From an optimization exercise on the open Yosys and OpenROAD flow, aimed at small area, a short achievable clock period and few clock cycles; shortcuts taken in it are not production practice.
Only simulation tests tie the RTL to the original design; equivalence was not proved.

File: flow/config.mk
export PLATFORM = sky130hd
export DESIGN_NAME = UT_TOP
export DESIGN_NICKNAME = UT_TOP
export VERILOG_FILES = /design/flow/design.v
export SDC_FILE = /design/flow/constraint.sdc
export NUM_CORES = 4
export LEC_CHECK = 0
export CAP_MARGIN = 20
export CORE_MARGIN = 2
export CORE_UTILIZATION = 40
export SLEW_MARGIN = 20
File: flow/constraint.sdc
create_clock -name core_clock -period 9.0 [get_ports {clk}]
set_input_delay 1.8000 -clock core_clock [delete_from_list [all_inputs] [get_ports {clk}]]
set_output_delay 1.8000 -clock core_clock [all_outputs]
set_load 0.01 [all_outputs]
File: flow/design.v
module B2BCD_IP #(parameter WIDTH = 4, parameter DIGIT = 2) (
    Binary_code,
    BCD_code
);
input  [WIDTH-1:0]   Binary_code;
output [DIGIT*4-1:0] BCD_code;
wire [DIGIT*4+WIDTH-1 : 0] bcd[WIDTH:0];
genvar i, j;
generate
	assign bcd[0][WIDTH-1:0] = Binary_code;
	assign bcd[0][DIGIT*4+WIDTH-1:WIDTH] = 1'b0;
	for(i = 1; i < WIDTH ; i = i + 1) begin
		assign bcd[i][WIDTH-1:0] = {bcd[i-1][WIDTH-1:0], 1'b0};
		for(j = 1; j <= DIGIT;j = j + 1)begin
			assign bcd[i][(WIDTH-1+(j*4)) -: 4] = (bcd[i-1][(WIDTH-1+(j*4)-1) -: 4] > 4) ?  bcd[i-1][(WIDTH-1+(j*4)-1) -: 4] + 2'b11 :  bcd[i-1][(WIDTH-1+(j*4)- 1) -: 4] ;  
		end
	end
	assign bcd[WIDTH] = {bcd[WIDTH-1][DIGIT*4+WIDTH-2: 0], 1'b0};
	assign BCD_code = bcd[WIDTH][DIGIT*4+WIDTH-1 : WIDTH];
endgenerate
endmodule
module UT_TOP (
    clk, rst_n, in_valid, in_time,
    out_valid, out_display, out_day
);
input clk, rst_n, in_valid;
input [30:0] in_time;
output reg out_valid;
output reg [3:0] out_display;
output reg [2:0] out_day;
reg [3:0] c_state, n_state;
parameter ST_IDLE = 'd0,
	  	  ST_INPUT = 'd1,
	  	  ST_RUN = 'd2,
	  	  ST_OUT = 'd3;
reg [3:0] out_counter;
reg [2:0] run_counter;
reg [30:0] in_binary_time;
wire [24:0] sub1_in_b;
reg [27:0] sub4_in_a;
wire [27:0] sub64_out;
wire [30:0] sub64_in_a, sub32_in_a;
wire [29:0] sub32_out;
wire [28:0] sub16_out;
wire [27:0] sub8_out;
wire [26:0] sub4_out;
wire [25:0] sub2_out;
wire [24:0] sub1_out;
wire [6:0] sub_y_op;
wire larger64y;
reg [6:0] op_y;
wire [2:0] week_day_y[6:0];
wire [5:0] week_day_y_sum0;
wire [4:0] week_day_y_sum1;
wire [3:0] week_day_y_sum2;
wire [2:0] week_day_y_sum3;
wire [11:0] sub_w_op;
wire [30:0] sub_w_out11;
wire [29:0] sub_w_out10;
wire [28:0] sub_w_out9;
wire [27:0] sub_w_out8;
wire [26:0] sub_w_out7;
reg [26:0] sub_w_pip1;
wire [25:0] sub_w_out6;
wire [24:0] sub_w_out5;
wire [23:0] sub_w_out4;
wire [22:0] sub_w_out3;
wire [21:0] sub_w_out2;
reg [21:0] sub_w_pip2;
wire [20:0] sub_w_out1;
wire [19:0] sub_w_out0;
wire [18:0] sub_wd_out2;
wire [17:0] sub_wd_out1;
wire [16:0] sub_wd_out0;
wire [2:0] sub_wd_op;
reg[24:0] month_in;
wire[24:0] month_in2;
wire [24:0] subm_out[10:0];
reg [21:0] feb;
wire largerJUL;
reg [24:0] MAR_out, JUL_out;
reg MAR_op_en, JUL_op_en;
wire [10:0] sub_m_op;
reg [21:0] day_in;
wire [20:0] sub_d_out[4:0];
wire [4:0] sub_d_op;
reg [16:0] hour_in;
wire [16:0] sub_h_out[4:0];
wire [4:0] sub_h_op;
reg [11:0] minute_in;
wire [11:0] sub_min_out[5:0];
wire [5:0] sub_min_op;
wire [2:0] display_week;
reg [5:0] display_second;
reg [3:0] display_month;
reg [10:0] display_year;
reg [4:0] display_day;
reg [4:0] display_hour;
reg [5:0] display_minute;
wire [15:0] bcd_year;
wire [7:0] bcd_month;
wire [7:0] bcd_day;
wire [7:0] bcd_hour;
wire [7:0] bcd_minute;
wire [7:0] bcd_second;
always @(posedge clk or negedge rst_n)begin
	if(!rst_n) c_state <= ST_IDLE;
	else c_state <= n_state;
end
always @(*) begin
	case(c_state)
	ST_IDLE: begin
		if(in_valid) n_state = ST_INPUT;
		else n_state = ST_IDLE;
	end
	ST_INPUT: begin
		n_state = ST_RUN;
	end
	ST_RUN: begin
		if(run_counter == 3'd2) n_state = ST_OUT;
		else n_state = ST_RUN;
	end
	ST_OUT: begin
		if(out_counter == 4'd14) n_state = ST_IDLE;
		else n_state = ST_OUT;
	end
	default: n_state = ST_IDLE;
	endcase
end
always @(posedge clk or negedge rst_n) begin
	if(!rst_n) out_counter <= 4'b0;
	else begin
		case(n_state)
		ST_OUT: out_counter <= out_counter + 1'b1;
		default: out_counter <= 4'b0;
		endcase
	end
end
always @(posedge clk or negedge rst_n) begin
	if(!rst_n) run_counter <= 3'b0;
	else begin
		case(n_state)
		ST_RUN: run_counter <= run_counter + 1'b1;
		default: run_counter <= 3'b0;
		endcase
	end
end
always @(posedge clk or negedge rst_n) begin
	if(!rst_n) in_binary_time <= 31'b0;
	else begin
		case(n_state)
		ST_IDLE: in_binary_time <= 31'b0;
		ST_INPUT: in_binary_time <= in_time;
		default: in_binary_time <= in_binary_time;
		endcase
	end
end
assign larger64y = (in_binary_time >= 31'h7861_F800) ? 1'b1 : 1'b0;  
assign sub64_in_a = (larger64y)? in_binary_time : 31'b0;
assign sub32_in_a = (larger64y)? 31'b0 : in_binary_time;
SUB_IP #(31, 31, 28) Usub64(.in_a(sub64_in_a), .in_b(31'h7861_F800), .out(sub64_out), .op(sub_y_op[6]));
SUB_IP #(31, 30, 30) Usub32(.in_a(sub32_in_a), .in_b(30'h3C30_FC00), .out(sub32_out), .op(sub_y_op[5]));
SUB_IP #(30, 29, 29) Usub16(.in_a(sub32_out), .in_b(29'h1E18_7E00), .out(sub16_out), .op(sub_y_op[4]));
SUB_IP #(29, 28, 28) Usub8(.in_a(sub16_out), .in_b(28'hF0C_3F00), .out(sub8_out), .op(sub_y_op[3]));
SUB_IP #(28, 27, 27) Usub4(.in_a(sub4_in_a), .in_b(27'h786_1F80), .out(sub4_out), .op(sub_y_op[2]));
SUB_IP #(27, 26, 26) Usub2(.in_a(sub4_out), .in_b(26'h3C2_6700), .out(sub2_out), .op(sub_y_op[1]));
assign sub1_in_b = (sub_y_op[1])? ((sub2_out >=  25'h1E2_8500)? 25'h1E1_3380 : 25'h1E2_8500) : 25'h1E1_3380;
SUB_IP #(26, 25, 25) Usub1(.in_a(sub2_out), .in_b(sub1_in_b), .out(sub1_out), .op(sub_y_op[0]));
SUB_IP #(31, 31, 31) Usub_w2048(.in_a(in_binary_time), .in_b(31'h49D4_0000), .out(sub_w_out11), .op(sub_w_op[11]));  
SUB_IP #(31, 30, 30) Usub_w1024(.in_a(sub_w_out11), .in_b(30'h24EA_0000), .out(sub_w_out10), .op(sub_w_op[10]));  
SUB_IP #(30, 29, 29) Usub_w512(.in_a(sub_w_out10), .in_b(29'h1275_0000), .out(sub_w_out9), .op(sub_w_op[9]));  
SUB_IP #(29, 28, 28) Usub_w256(.in_a(sub_w_out9), .in_b(28'h93A_8000), .out(sub_w_out8), .op(sub_w_op[8]));  
SUB_IP #(28, 27, 27) Usub_w128(.in_a(sub_w_out8), .in_b(27'h49D_4000), .out(sub_w_out7), .op(sub_w_op[7]));  
always @(posedge clk or negedge rst_n) begin
	if(!rst_n) sub_w_pip1 <= 27'b0;
	else begin
		case(n_state)
		ST_IDLE: sub_w_pip1 <= 27'b0;
		ST_RUN: begin
			sub_w_pip1 <= sub_w_out7;
		end
		ST_OUT: sub_w_pip1 <= sub_w_out7;
		default: sub_w_pip1 <= sub_w_pip1;
		endcase
	end
end
SUB_IP #(27, 26, 26) Usub_w64(.in_a(sub_w_pip1), .in_b(26'h24E_A000), .out(sub_w_out6), .op(sub_w_op[6]));  
SUB_IP #(26, 25, 25) Usub_w32(.in_a(sub_w_out6), .in_b(25'h127_5000), .out(sub_w_out5), .op(sub_w_op[5]));  
SUB_IP #(25, 24, 24) Usub_w16(.in_a(sub_w_out5), .in_b(24'h93_A800), .out(sub_w_out4), .op(sub_w_op[4]));  
SUB_IP #(24, 23, 23) Usub_w8(.in_a(sub_w_out4), .in_b(23'h49_D400), .out(sub_w_out3), .op(sub_w_op[3]));  
SUB_IP #(23, 22, 22) Usub_w4(.in_a(sub_w_out3), .in_b(22'h24_EA00), .out(sub_w_out2), .op(sub_w_op[2]));  
always @(posedge clk or negedge rst_n) begin
	if(!rst_n) sub_w_pip2 <= 22'b0;
	else begin
		case(n_state)
		ST_IDLE: sub_w_pip2 <= 22'b0;
		ST_RUN: begin
			sub_w_pip2 <= sub_w_out2;
		end
		ST_OUT: sub_w_pip2 <= sub_w_out2;
		default: sub_w_pip2 <= sub_w_pip2;
		endcase
	end
end
SUB_IP #(22, 21, 21) Usub_w2(.in_a(sub_w_pip2), .in_b(21'h12_7500), .out(sub_w_out1), .op(sub_w_op[1]));  
SUB_IP #(21, 20, 20) Usub_w1(.in_a(sub_w_out1), .in_b(20'h9_3A80), .out(sub_w_out0), .op(sub_w_op[0]));  
SUB_IP #(20, 19, 19) Usub_wd4(.in_a(sub_w_out0), .in_b(19'h5_4600), .out(sub_wd_out2), .op(sub_wd_op[2]));  
SUB_IP #(19, 18, 18) Usub_wd2(.in_a(sub_wd_out2), .in_b(18'h2_A300), .out(sub_wd_out1), .op(sub_wd_op[1]));  
SUB_IP #(18, 17, 17) Usub_wd1(.in_a(sub_wd_out1), .in_b(17'h1_5180), .out(sub_wd_out0), .op(sub_wd_op[0]));  
assign display_week = (sub_wd_op >= 2'd3)? (sub_wd_op - 2'd3): (sub_wd_op + 3'd4);
always @(posedge clk or negedge rst_n) begin
	if(!rst_n) sub4_in_a <= 28'b0;
	else begin
		case(n_state)
		ST_IDLE: sub4_in_a <= 1'b0;
		ST_RUN: begin
			if(larger64y) sub4_in_a <= sub64_out;
			else sub4_in_a <= sub8_out;
		end
		ST_OUT: begin
			if(larger64y) sub4_in_a <= sub64_out;
			else sub4_in_a <= sub8_out;
		end
		default: sub4_in_a <= sub4_in_a;
		endcase
	end
end
always @(posedge clk or negedge rst_n) begin
	if(!rst_n) op_y <= 7'b0;
	else begin
		case(n_state)
		ST_IDLE: op_y <= 1'b1;
		ST_RUN: op_y <= sub_y_op[6:0];
		ST_OUT: op_y <= sub_y_op[6:0];
		default: op_y <= op_y;
		endcase
	end
end
always @(posedge clk or negedge rst_n) begin
	if(!rst_n) month_in <= 25'b0;
	else begin
		case(n_state)
		ST_IDLE: month_in <= 1'b0;
		ST_RUN: begin
			month_in <= sub1_out;
		end
		ST_OUT: month_in <= sub1_out;
		default: month_in <= month_in;
		endcase
	end
end
always @(posedge clk or negedge rst_n) begin
	if(!rst_n) display_year <= 11'b0;
	else begin
		case(n_state)
		ST_IDLE: display_year <= 1'b0;
		ST_RUN: begin
			display_year <= 11'd1970 + sub_y_op;
		end
		ST_OUT: display_year <= 11'd1970 + sub_y_op;
		default: display_year <= display_year;
		endcase
	end
end
always @(*) begin
	if(op_y[0] == 1'b0 && op_y[1] == 1'b1) feb = 22'h26_3B80;
	else feb = 22'h24_EA00;
end
assign month_in2 = (op_y[1] && op_y[0])? (month_in - 20'h1_5180) : month_in;
SUB_IP #(25, 22, 25) Usubm1(.in_a(month_in2), .in_b(22'h28_DE80), .out(subm_out[0]), .op(sub_m_op[0]));  
SUB_LOCK_IP #(25, 22, 25) Usubm2(.in_a(subm_out[0]), .in_b(feb), .en(sub_m_op[0]),.out(subm_out[1]), .op(sub_m_op[1]));  
SUB_LOCK_IP #(25, 22, 25) Usubm3(.in_a(subm_out[1]), .in_b(22'h28_DE80), .en(sub_m_op[1]), .out(subm_out[2]), .op(sub_m_op[2]));  
SUB_LOCK_IP #(25, 22, 25) Usubm4(.in_a(MAR_out), .in_b(22'h27_8D00), .en(MAR_op_en), .out(subm_out[3]), .op(sub_m_op[3]));  
SUB_LOCK_IP #(25, 22, 25) Usubm5(.in_a(subm_out[3]), .in_b(22'h28_DE80), .en(sub_m_op[3]), .out(subm_out[4]), .op(sub_m_op[4]));  
SUB_LOCK_IP #(25, 22, 25) Usubm6(.in_a(subm_out[4]), .in_b(22'h27_8D00), .en(sub_m_op[4]), .out(subm_out[5]), .op(sub_m_op[5]));  
SUB_LOCK_IP #(25, 22, 25) Usubm7(.in_a(subm_out[5]), .in_b(22'h28_DE80), .en(sub_m_op[5]), .out(subm_out[6]), .op(sub_m_op[6]));  
SUB_LOCK_IP #(25, 22, 25) Usubm8(.in_a(JUL_out), .in_b(22'h28_DE80), .en(JUL_op_en), .out(subm_out[7]), .op(sub_m_op[7]));  
SUB_LOCK_IP #(25, 22, 25) Usubm9(.in_a(subm_out[7]), .in_b(22'h27_8D00), .en(sub_m_op[7]), .out(subm_out[8]), .op(sub_m_op[8]));  
SUB_LOCK_IP #(25, 22, 25) Usubm10(.in_a(subm_out[8]), .in_b(22'h28_DE80), .en(sub_m_op[8]), .out(subm_out[9]), .op(sub_m_op[9]));  
SUB_LOCK_IP #(25, 22, 25) Usubm11(.in_a(subm_out[9]), .in_b(22'h27_8D00), .en(sub_m_op[9]), .out(subm_out[10]), .op(sub_m_op[10]));  
always @(posedge clk or negedge rst_n) begin
	if(!rst_n) MAR_out <= 25'b0;
	else begin
		case(n_state)
		ST_IDLE: MAR_out <= 1'b0;
		ST_RUN: begin
			MAR_out <= subm_out[2];
		end
		ST_OUT: MAR_out <= subm_out[2];
		default: MAR_out <= MAR_out;
		endcase
	end
end
always @(posedge clk or negedge rst_n) begin
	if(!rst_n) MAR_op_en <= 1'b0;
	else begin
		case(n_state)
		ST_IDLE: MAR_op_en <= 1'b0;
		ST_RUN: begin
			MAR_op_en <= sub_m_op[2];
		end
		ST_OUT: MAR_op_en <= sub_m_op[2];
		default: MAR_op_en <= MAR_op_en;
		endcase
	end
end
always @(posedge clk or negedge rst_n) begin
	if(!rst_n) JUL_out <= 25'b0;
	else begin
		case(n_state)
		ST_IDLE: JUL_out <= 1'b0;
		ST_RUN: begin
			JUL_out <= subm_out[6];
		end
		ST_OUT: JUL_out <= subm_out[6];
		default: JUL_out <= JUL_out;
		endcase
	end
end
always @(posedge clk or negedge rst_n) begin
	if(!rst_n) JUL_op_en <= 1'b0;
	else begin
		case(n_state)
		ST_IDLE: JUL_op_en <= 1'b0;
		ST_RUN: begin
			JUL_op_en <= sub_m_op[6];
		end
		ST_OUT: JUL_op_en <= sub_m_op[6];
		default: JUL_op_en <= JUL_op_en;
		endcase
	end
end
always @(posedge clk or negedge rst_n) begin
	if(!rst_n) display_month <= 4'b0;
	else begin
		case(n_state)
		ST_IDLE: display_month <= 4'b0;
		ST_RUN: begin
			display_month <= sub_m_op[0] + sub_m_op[1] + sub_m_op[2]
			 + sub_m_op[3] + sub_m_op[4] + sub_m_op[5] +sub_m_op[6] 
			 + sub_m_op[7] + sub_m_op[8] + sub_m_op[9] + sub_m_op[10] + 1'b1;
		end
		ST_OUT: begin
			display_month <= sub_m_op[0] + sub_m_op[1] + sub_m_op[2]
			 + sub_m_op[3] + sub_m_op[4] + sub_m_op[5] +sub_m_op[6] 
			 + sub_m_op[7] + sub_m_op[8] + sub_m_op[9] + sub_m_op[10] + 1'b1;
		end
		default: display_month <= display_month;
		endcase
	end
end
always @(posedge clk or negedge rst_n) begin
	if(!rst_n) day_in <= 22'b0;
	else begin
		case(n_state)
		ST_IDLE: day_in <= 22'b0;
		ST_RUN: begin
			day_in <= subm_out[10][21:0];
		end
		ST_OUT: begin
			day_in <= subm_out[10][21:0];
		end
		default: day_in <= day_in;
		endcase
	end
end
SUB_IP #(22, 21, 21) Usub_d16(.in_a(day_in), .in_b(21'h15_1800), .out(sub_d_out[4]), .op(sub_d_op[4]));  
SUB_IP #(21, 20, 21) Usub_d8(.in_a(sub_d_out[4]), .in_b(20'hA_8C00), .out(sub_d_out[3]), .op(sub_d_op[3]));  
SUB_IP #(21, 20, 21) Usub_d4(.in_a(sub_d_out[3]), .in_b(20'h5_4600), .out(sub_d_out[2]), .op(sub_d_op[2]));  
SUB_IP #(21, 20, 21) Usub_d2(.in_a(sub_d_out[2]), .in_b(20'h2_A300), .out(sub_d_out[1]), .op(sub_d_op[1]));  
SUB_IP #(21, 20, 21) Usub_d1(.in_a(sub_d_out[1]), .in_b(20'h1_5180), .out(sub_d_out[0]), .op(sub_d_op[0]));  
always @(posedge clk or negedge rst_n) begin
	if(!rst_n) display_day <= 5'b0;
	else begin
		case(n_state)
		ST_IDLE: display_day <= 5'b0;
		ST_RUN: begin
			display_day <= sub_d_op + 1'b1;
		end
		ST_OUT: display_day <= sub_d_op + 1'b1;
		default: display_day <= display_day;
		endcase
	end
end
always @(posedge clk or negedge rst_n) begin
	if(!rst_n) hour_in <= 17'b0;
	else begin
		case(n_state)
		ST_IDLE: hour_in <= 17'b0;
		ST_RUN: begin
			hour_in <= sub_d_out[0][16:0];
		end
		ST_OUT: hour_in <= sub_d_out[0][16:0];
		default: hour_in <= hour_in;
		endcase
	end
end
SUB_IP #(17, 16, 17) Usub_h12(.in_a(hour_in), .in_b(16'hE100), .out(sub_h_out[4]), .op(sub_h_op[4]));  
SUB_IP #(17, 16, 17) Usub_h8(.in_a(sub_h_out[4]), .in_b(16'h7080), .out(sub_h_out[3]), .op(sub_h_op[3]));  
SUB_IP #(17, 16, 17) Usub_h4(.in_a(sub_h_out[3]), .in_b(16'h3840), .out(sub_h_out[2]), .op(sub_h_op[2]));  
SUB_IP #(17, 16, 17) Usub_h2(.in_a(sub_h_out[2]), .in_b(16'h1C20), .out(sub_h_out[1]), .op(sub_h_op[1]));  
SUB_IP #(17, 12, 17) Usub_h1(.in_a(sub_h_out[1]), .in_b(12'hE10), .out(sub_h_out[0]), .op(sub_h_op[0]));  
always @(posedge clk or negedge rst_n) begin
	if(!rst_n) display_hour <= 5'b0;
	else begin
		case(n_state)
		ST_IDLE: display_hour <= 5'b0;
		ST_RUN: begin
			display_hour <= sub_h_op;
		end
		ST_OUT: display_hour <= sub_h_op;
		default: display_hour <= display_hour;
		endcase
	end
end
always @(posedge clk or negedge rst_n) begin
	if(!rst_n) minute_in <= 12'b0;
	else begin
		case(n_state)
		ST_IDLE: minute_in <= 12'b0;
		ST_RUN: begin
			minute_in <= sub_h_out[0][11:0];
		end
		ST_OUT: minute_in <= sub_h_out[0][11:0];
		default: minute_in <= minute_in;
		endcase
	end
end
SUB_IP #(12, 12, 12) Usub_min32(.in_a(minute_in), .in_b(12'h780), .out(sub_min_out[5]), .op(sub_min_op[5]));  
SUB_IP #(12, 12, 12) Usub_min16(.in_a(sub_min_out[5]), .in_b(12'h3C0), .out(sub_min_out[4]), .op(sub_min_op[4]));  
SUB_IP #(12, 12, 12) Usub_mib8(.in_a(sub_min_out[4]), .in_b(12'h1E0), .out(sub_min_out[3]), .op(sub_min_op[3]));  
SUB_IP #(12, 8, 12) Usub_min4(.in_a(sub_min_out[3]), .in_b(8'hF0), .out(sub_min_out[2]), .op(sub_min_op[2]));  
SUB_IP #(12, 8, 12) Usub_min2(.in_a(sub_min_out[2]), .in_b(8'h78), .out(sub_min_out[1]), .op(sub_min_op[1]));  
SUB_IP #(12, 8, 12) Usub_min1(.in_a(sub_min_out[1]), .in_b(8'h3C), .out(sub_min_out[0]), .op(sub_min_op[0]));  
always @(posedge clk or negedge rst_n) begin
	if(!rst_n) display_minute <= 6'b0;
	else begin
		case(n_state)
		ST_IDLE: display_minute <= 6'b0;
		ST_RUN: begin
			display_minute <= sub_min_op;
		end
		ST_OUT: display_minute <= sub_min_op;
		default: display_minute <= display_minute;
		endcase
	end
end
always @(posedge clk or negedge rst_n) begin
	if(!rst_n) display_second <= 6'b0;
	else begin
		case(n_state)
		ST_IDLE: display_second <= 6'b0;
		ST_RUN: begin
			display_second <= sub_min_out[0][5:0];
		end
		ST_OUT: display_second <= sub_min_out[0][5:0];
		default: display_second <= display_second;
		endcase
	end
end
B2BCD_IP #(11, 4) Ubcd_year(.Binary_code(display_year),.BCD_code(bcd_year));
B2BCD_IP #(4, 2) Ubcd_month(.Binary_code(display_month),.BCD_code(bcd_month));
B2BCD_IP #(5, 2) Ubcd_day(.Binary_code(display_day),.BCD_code(bcd_day));
B2BCD_IP #(5, 2) Ubcd_hour(.Binary_code(display_hour),.BCD_code(bcd_hour));
B2BCD_IP #(6, 2) Ubcd_minute(.Binary_code(display_minute),.BCD_code(bcd_minute));
B2BCD_IP #(6, 2) Ubcd_second(.Binary_code(display_second),.BCD_code(bcd_second));
always @(posedge clk or negedge rst_n) begin
	if(!rst_n) out_valid <= 1'b0;
	else begin
		case(n_state)
		ST_OUT: out_valid <= 1'b1;
		default: out_valid <= 1'b0;
		endcase
	end
end
always @(posedge clk or negedge rst_n) begin
	if(!rst_n) out_display <= 4'b0;
	else begin
		case(n_state)
		ST_OUT: begin
			case (out_counter)
				4'd0: out_display <= bcd_year[15:12];
				4'd1: out_display <= bcd_year[11:8];
				4'd2: out_display <= bcd_year[7:4];
				4'd3: out_display <= bcd_year[3:0];
				4'd4: out_display <= bcd_month[7:4];
				4'd5: out_display <= bcd_month[3:0];
				4'd6: out_display <= bcd_day[7:4];
				4'd7: out_display <= bcd_day[3:0];
				4'd8: out_display <= bcd_hour[7:4];
				4'd9: out_display <= bcd_hour[3:0];
				4'd10: out_display <= bcd_minute[7:4];
				4'd11: out_display <= bcd_minute[3:0];
				4'd12: out_display <= bcd_second[7:4];
				4'd13: out_display <= bcd_second[3:0];
				default: out_display <= 1'b0;
			endcase
		end
		default: out_display <= 4'b0;
		endcase
	end
end
always @(posedge clk or negedge rst_n) begin
	if(!rst_n) out_day <= 3'b0;
	else begin
		case(n_state)
		ST_OUT: out_day <= display_week;
		default: out_day <= 3'b0;
		endcase
	end
end
endmodule
module SUB_IP #(parameter WIDTH_IN_A = 4, parameter WIDTH_IN_B = 4, parameter WIDTH_OUT = 4) (
    in_a,
	in_b,
    out,
	op
);
	input [WIDTH_IN_A-1:0] in_a;
	input [WIDTH_IN_B-1:0] in_b;
	output reg [WIDTH_OUT-1:0] out;
	output reg op;
	generate
		always @(*) begin: SUB
			if(in_a >= in_b) out = in_a - in_b;
			else out = in_a;
		end
		always @(*) begin: OP
			if(in_a >= in_b) op = 1'b1;
			else op = 1'b0;
		end
	endgenerate
endmodule
module SUB_LOCK_IP #(parameter WIDTH_IN_A = 4, parameter WIDTH_IN_B = 4, parameter WIDTH_OUT = 4) (
    in_a,
	in_b,
	en,
    out,
	op
);
	input [WIDTH_IN_A-1:0] in_a;
	input [WIDTH_IN_B-1:0] in_b;
	input en;
	output reg [WIDTH_OUT-1:0] out;
	output reg op;
	generate
		always @(*) begin: SUB_L
			if((in_a >= in_b) && en) out = in_a - in_b;
			else out = in_a;
		end
		always @(*) begin: OP_L
			if((in_a >= in_b) && en) op = 1'b1;
			else op = 1'b0;
		end
	endgenerate
endmodule
File: flow/run.sh
#!/bin/bash
# synth_recipe.tcl (not shown) runs the flow's synth.tcl, then flattens the netlist and writes it again
# the make line also repeats each setting of config.mk as NAME=value (left out here)
make -C /OpenROAD-flow-scripts/flow DESIGN_CONFIG=/design/flow/config.mk WORK_HOME=/design/flow/orfs CLKGATE_MAP_FILE= SYNTH_SCRIPT=/design/flow/synth_recipe.tcl finish
==> run notes <==
==> cell families (layout without fill, tap and decap cells) <==
family	after synthesis	in the layout	synth area share
AOI/OAI and AO/OA	1622	1622	0.295
buffers and inverters	470	461	0.0498
adders and majority gates	156	156	0.0522
and+or+nand+nor	1942	1942	0.256
muxes	141	141	0.0387
DFF	279	279	0.182
xor gates and xnor gates	545	545	0.125
==> metrics by stage <==
step	TNS, ns	cell area (µm²)
finish	0	41700
global route	-0.0151	41700
CTS	0	41600
detailed placement	0	40300
global placement	0	40300
floorplan	0	38300
==> metal layers <==
metal / routed length (µm) / share of wire / vias up
met1: 55500 / 0.47 / 18600
li1: - / - / 19000
met2: 54400 / 0.46 / 1136
met4: 2620 / 0.022 / 0
met3: 5650 / 0.048 / 158
met5: 0 / 0 / -
==> final cells by class <==
type / instances / share of cell area
Multi-Input combinational cell: 4406 / 0.708
Sequential cell: 279 / 0.167
Tap cell: 1265 / 0.0379
Timing Repair Buffer: 185 / 0.0365
Clock buffer: 52 / 0.0262
Inverter: 206 / 0.0186
Clock inverter: 18 / 0.00558
==> worst paths after layout <==
path / endpoint / cells past startpoint / slack, ns
max in group asynchronous: sub_w_pip1[20]$_DFFE_PN0P_ / 2 / 6.36
setup / recovery: display_month[2]$_DFFE_PN0P_ / 33 / 0.40
min in group asynchronous: minute_in[10]$_DFFE_PN0P_ / 1 / 1.21
hold / removal: run_counter[0]$_DFF_PN0_ / 1 / 0.46
hold reg to reg: run_counter[0]$_DFF_PN0_ / 1 / 0.46
setup reg to reg: display_month[2]$_DFFE_PN0P_ / 33 / 0.40
==> flip-flops by register name, summed over array words and instances (netlist names), 4 cells and up <==
signal,cells
display_minute,6
day_in,22
JUL_out,25
display_year,11
hour_in,17
out_display,4
display_second,6
out_counter,4
sub_w_pip2,17
sub4_in_a,28
display_hour,5
in_binary_time,31
minute_in,12
sub_w_pip1,19
MAR_out,25
month_in,25
display_month,4
display_day,5
==> cells in the mapped netlist (39+ instances only) <==
cell type / n
nand2_1: 577
nor2_1: 417
xnor2_1: 389
o21ai_0: 318
a21oi_1: 284
dfrtp_1: 279
inv_1: 195
clkbuf_1: 177
nor3_1: 159
xor2_1: 153
ha_1: 150
nand3_1: 148
mux2i_1: 100
a22o_1: 80
a31oi_1: 80
o22ai_1: 80
and2_1: 72
nor4_1: 69
o211ai_1: 65
o21ai_1: 61
and3_1: 59
buf_2: 57
or3_1: 57
o21a_1: 53
a21o_1: 52
nand4_1: 52
a211oi_1: 50
nand2b_1: 50
or2_2: 49
o31ai_1: 45
nor2b_1: 39
==> timing repair <==
action	in CTS	in global routing
setup endpoints to repair	0	19
resized for setup	0	21
setup buffers	0	3
==> worst max-delay path, delay by kind of cell, from the launching register on <==
family | cells | cell delay, ns
AOI/OAI and AO/OA | 8 | 1.95
xor gates and xnor gates | 3 | 0.51
adders and majority gates | 7 | 2.56
buffers and inverters | 6 | 0.56
DFF | 1 | 0.48
and+or+nand+nor | 9 | 2.36
==> metrics.md <==
| Metric | Value |
|---|---|
| Max-slew violation count | 0 |
| Post-DP HPWL | 90.1 mm |
| Fraction of layout cells with a size suffix above 1 | 0.0873 |
| Hold_sp | run_counter[0]$_DFF_PN0_ |
| Final ANT Viol Nets | 0 |
| Yosys cell types | 141 |
| Total clock sinks | 279 |
| Via count | 38.9k |
| Clock Latency Late Sink | 0.59 ns |
| Largest net degree at the start of global routing | 174 |
| Yosys top cell by area | dfrtp_1 |
| Hold Crit Class | reg2reg |
| Max FO, Critical Path | 14 |
| Total grt overflow | 0 |
| Register area | 6980 µm² |
| Initial drt markers | 3185 |
| Fillers | 9496 |
| Endpoints failing setup | 0 |
| Boundary Pins | 42 |
| Worst path arrival time | 9.04 ns |
| Port bufs | 41 |
| GRT met2 Usage | 0.384 |
| Syn Std Cell Area | 38300 µm² |
| Commonest non-fill, non-tap cell in the layout | nand2_1 |
| Vias per cell | 6.06 |
| Initial Util | 0.403 |
| Critical Path Most Common Cell | fa_1 |
| Post-Syn Instances | 5155 |
| Setup crit start kind | flop |
| RD Place Congestion | 0.931 |
| Most frequent cells in the layout | nand2_1 (576), nor2_1 (416), xnor2_1 (385) |
| Fin crit period | 8.60 ns |
| Die X | 313 µm |
| DR DRC count | 0 |
| CTS tree | yes |
| N_diodes | 0 |
| Clk buf depth | 3 |
| Synth area leaders | dfrtp_1 (18%), xnor2_1 (8.9%), nand2_1 (5.7%), ha_1 (4.9%), o21ai_0 (4.2%) |
| Max-Cap Viols | 0 |
| Synthesis Warnings | 28 |
| Setup WS pre-CTS | 0.0732 ns |
| H-Tree Depth | 2 |
| Critical path origin | JUL_out[7]$_DFFE_PN0P_ |
| Post-synth EDFFs | 0 |
| Die Y-Extent | 313 µm |
| Synth top area share | 0.182 |
| Initial antenna violation count | 1 |
| CTS buffer count | 38 |
| WL/cell | 18.4 µm |
| Synth-to-layout area growth | 9.04% |
| Met3 Track Usage GR | 0.0214 |
| First-pass GRT wire length | 193 mm |
| Clock transition at the registers of the reported paths | 0.06 ns |
| Final wirelength | 118 mm |
| Hold_buf cts | 0 |
| Total Routing Usage GR | 0.233 |
| Core Area | 94900 µm² |
| Crit path capture type | flop |
| Met1 GRT Util | 0.328 |
| Fin Hold WS | 0.461 ns |
| Primary FF master, synth | dfrtp_1 |
| Setup Crit Path Kind | reg2reg |
| Final core utilization | 0.440 |
| Period utilization | 0.956 |
| Hold Vio Cnt, Final | 0 |
| Final worst slack | 0.396 ns |
| Seq/Total Area, Yosys | 0.182 |
| Req. time, crit path | 9.44 ns |
| RR Startpoint | JUL_out[7]$_DFFE_PN0P_ |
| GRT Max-Usage Layer | met2 |
| Status | no timing/DRC/antenna violations |
| Multi-input logic area | 29500 µm² |
| Fin nets | 5306 |
| Worst slew margin | 0.293 |
| DRT Pass-1 Iters | 6 |
| Syn Nets | 5345 |
| Number of global-route vias before repair | 36.0k |
| Placed Cells | 6338 |
| CTS root buffer | clkbuf_16 |
| Final Skew | 0.0301 ns |
| Critical-path top delay cell | or4_1 |
| Asr flop ratio synth | 1.00 |
| Avg Inst Size Synth | 7.43 µm² |
| Fin cells | 6411 |
| #FFs+latches synth | 279 |
| Die ar. | 98200 µm² |
| Max Clk Rate | 116 MHz |
| Crit-path max cell delay | 0.58 ns |
| Worst slew pin tran | 1.06 ns |
| Site Rows | 113 |
Testbench counts, summed over its fixed seeds: cycles 9,208.

[afterwards: timing with drivers on the ports]
The results above use ideal ports. As a check the final layout listed here was re-extracted and re-timed, cells and wires unchanged. Step 1 (the two cells are an assumption about what drives the block):
set clk [get_ports {clk}]
set_driving_cell -lib_cell sky130_fd_sc_hd__clkbuf_16 $clk
set_driving_cell -lib_cell sky130_fd_sc_hd__buf_2 [delete_from_list [all_inputs] $clk]
Step 2 moves the port delays by t, midway between the first and last clock arrival at a register: inputs arrive t later, outputs are due t later. That takes back most of the time a late clock gives input paths. Slacks: no drivers / after step 1 / after step 2; pairs: no drivers / after step 1.
t (ns): 0.646
slack for setup (ns): 0.396 / 0.396 / 0.396
worst setup path at the end: register to register
After both steps setup and hold are still met in this run. The setup slack of this run moves by 0.000 ns with the drivers and by 0.000 ns with both steps.
